Background: an optimization exercise with open tools, aiming at small area. Do not read the settings as production practice. The RTL was checked by simulation tests, not by an equivalence proof against the original design. Power and IR drop assume default switching activity.

==> v15 <==
==> flow/design.v <==
module baud_rate_gen(
    input  i_clk,
    input  i_rst,
    output baud_en
);
    localparam [13:0] RELOAD = 14'b00011110101000;
    localparam [13:0] TICK   = 14'b11000010101100;
    localparam [13:0] TMASK  = 14'b10111111011110;
    reg  [13:0] p;
    wire det = ((p ^ TICK) & TMASK) == 14'd0;
    wire en  = i_rst & ~det;
    always @(posedge i_clk) begin
        p[13:1] <= en ? ~p[12:0] : RELOAD[13:1];
        p[0]    <= ~i_rst | (~det & (p[13] ^ (p[0] & p[2])));
    end
    assign baud_en = det;
endmodule
module UART_INTERFACE #(parameter data_width = 8)(
    input i_clk,
    input i_rst,
    input  [data_width - 1 : 0] s_axis_data,
    input                       s_axis_valid,
    output                      s_axis_ready,
    output [data_width - 1 : 0] m_axis_data,
    output                      m_axis_valid,
    input                       m_axis_ready
);
    localparam [3:0] IDLE = 4'd0,  START = 4'd1, SB = 4'd2,
                     B1 = 4'd3, B2 = 4'd4, B3 = 4'd5, B4 = 4'd6,
                     B5 = 4'd7, B6 = 4'd8, B7 = 4'd9, B8 = 4'd10,
                     T = 4'd11, E0 = 4'd12, E1 = 4'd13;
    wire tick;
    baud_rate_gen generator(.i_clk(i_clk), .i_rst(i_rst), .baud_en(tick));
    reg [3:0] st, nst;
    reg [7:0] txd, rxd;
    wire tx_idle = (st == IDLE) | (st == T) | (st == E0);
    wire cap = s_axis_valid & tx_idle;
    always @(*) begin
        case (st)
            IDLE:    nst = s_axis_valid ? START : IDLE;
            START:   nst = tick ? SB : START;
            SB:      nst = tick ? B1 : SB;
            B1:      nst = tick ? B2 : B1;
            B2:      nst = tick ? B3 : B2;
            B3:      nst = tick ? B4 : B3;
            B4:      nst = tick ? B5 : B4;
            B5:      nst = tick ? B6 : B5;
            B6:      nst = tick ? B7 : B6;
            B7:      nst = tick ? B8 : B7;
            B8:      nst = tick ? T : B8;
            T:       nst = s_axis_valid ? E1 : E0;
            E0:      nst = s_axis_valid ? START : IDLE;
            E1:      nst = START;
            default: nst = IDLE;
        endcase
        if (!i_rst) nst = IDLE;
    end
    wire [7:0] mask;
    assign mask[0] = (nst == B2) | (nst == B3) | (nst == B4) | (nst == B5) | (nst == B6) | (nst == B7) | (nst == B8) | (nst == T) | (nst == E0) | (nst == E1);
    assign mask[1] = (nst == B3) | (nst == B4) | (nst == B5) | (nst == B6) | (nst == B7) | (nst == B8) | (nst == T) | (nst == E0) | (nst == E1);
    assign mask[2] = (nst == B4) | (nst == B5) | (nst == B6) | (nst == B7) | (nst == B8) | (nst == T) | (nst == E0) | (nst == E1);
    assign mask[3] = (nst == B5) | (nst == B6) | (nst == B7) | (nst == B8) | (nst == T) | (nst == E0) | (nst == E1);
    assign mask[4] = (nst == B6) | (nst == B7) | (nst == B8) | (nst == T) | (nst == E0) | (nst == E1);
    assign mask[5] = (nst == B7) | (nst == B8) | (nst == T) | (nst == E0) | (nst == E1);
    assign mask[6] = (nst == B8) | (nst == T) | (nst == E0) | (nst == E1);
    assign mask[7] = (nst == T) | (nst == E0) | (nst == E1);
    always @(posedge i_clk) begin
        st <= nst;
        if (cap) txd <= s_axis_data;
        rxd <= txd & mask;
    end
    assign s_axis_ready = tick & tx_idle;
    assign m_axis_valid = (st == E0) | (st == E1);
    assign m_axis_data  = rxd;
endmodule
==> flow/flow/run.sh <==
#!/bin/bash
# The standard ORFS layout, with three changes that only affect cell sizes:
# the port buffers use the smallest buffer, the clock tree uses one buffer
# size without dummy loads, and non-critical gates are downsized after
# global routing.
set -euo pipefail
export BUFFER_PORTS_ARGS="-buffer_cell sky130_fd_sc_hd__buf_1"
export RECOVER_POWER=100
export CTS_ARGS="-sink_clustering_enable -repair_clock_nets -dont_use_dummy_load -buf_list sky130_fd_sc_hd__clkbuf_8 -sink_clustering_size 40 -sink_clustering_max_diameter 100"
bash standard.sh > flow_standard.log 2>&1
==> flow/standard.sh <==
#!/bin/bash
# synth_recipe.tcl (not shown) runs the flow's synth.tcl, then flattens the netlist and writes it again
# the make line also repeats each setting of config.mk as NAME=value (left out here)
make -C /OpenROAD-flow-scripts/flow DESIGN_CONFIG=/design/flow/config.mk WORK_HOME=/design/flow/orfs CLKGATE_MAP_FILE= SYNTH_SCRIPT=/design/flow/synth_recipe.tcl "${@:-finish}"
==> flow/config.mk <==
export PLATFORM = sky130hd
export DESIGN_NAME = UART_INTERFACE
export DESIGN_NICKNAME = UART_INTERFACE
export VERILOG_FILES = /design/flow/design.v
export SDC_FILE = /design/flow/constraint.sdc
export NUM_CORES = 4
export LEC_CHECK = 0
export CAP_MARGIN = 20
export CORE_MARGIN = 2
export CORE_UTILIZATION = 40
export SETUP_SLACK_MARGIN = 3
export SLEW_MARGIN = 20
==> flow/constraint.sdc <==
create_clock -name core_clock -period 20.0 [get_ports {i_clk}]
set_input_delay 4.0000 -clock core_clock [delete_from_list [all_inputs] [get_ports {i_clk}]]
set_output_delay 4.0000 -clock core_clock [all_outputs]
set_load 0.01 [all_outputs]
==> v30: changes against v15 <==
==> flow/run.sh (new file) <==
#!/bin/bash
# synth_recipe.tcl (not shown) runs the flow's synth.tcl, then flattens the netlist and writes it again
# the make line also repeats each setting of config.mk as NAME=value (left out here)
make -C /OpenROAD-flow-scripts/flow DESIGN_CONFIG=/design/flow/config.mk WORK_HOME=/design/flow/orfs CLKGATE_MAP_FILE= SYNTH_SCRIPT=/design/flow/synth_recipe.tcl finish
removed: flow/flow/run.sh
removed: flow/standard.sh
==> summary of the runs <==
v30 ran to the end with no violations. v15 finished clean.
In v15 the routed wire length is higher than in v30, by 2.7%.
In v15 the worst hold slack is lower than in v30, by 0.0054 ns.
In non-clock buffer count, v30 and v15 do not differ.
In v30 the combinational power is larger than in v15, by 29%.
Between v30 and v15, the lower final area is in v15 (gap 8.0%, measured against v15).
Against v30, the clock skew of v15 is higher by 0.0026 ns.
Against v15, the setup slack of v30 is worse by 0.38 ns.
In critical path depth, v15 and v30 do not differ.

==> separate check: timing with driven ports <==
How much do the figures lean on ideal ports? The routed layouts below were timed once more, with nothing changed but the port constraints. Step 1 assumes that a clkbuf_16 drives the clock port and a buf_2 every other input. Step 2, shift: input delay + t, output delay - t, t = (earliest + latest rising clock arrival at the registers) / 2. This alone moves slack from input paths to output paths. a / b / c = no drivers / after step 1 / after step 2; a / b = the first two.
run | shift t [ns] | slack for setup (ns) | slew at the worst register clock pin (ns)
v15 | 0.304 | 14.045 / 14.018 / 14.322 | 0.07 / 0.07
v30 | 0.351 | 13.662 / 13.638 / 13.989 | 0.10 / 0.10
After both steps setup and hold are still met in every run listed.
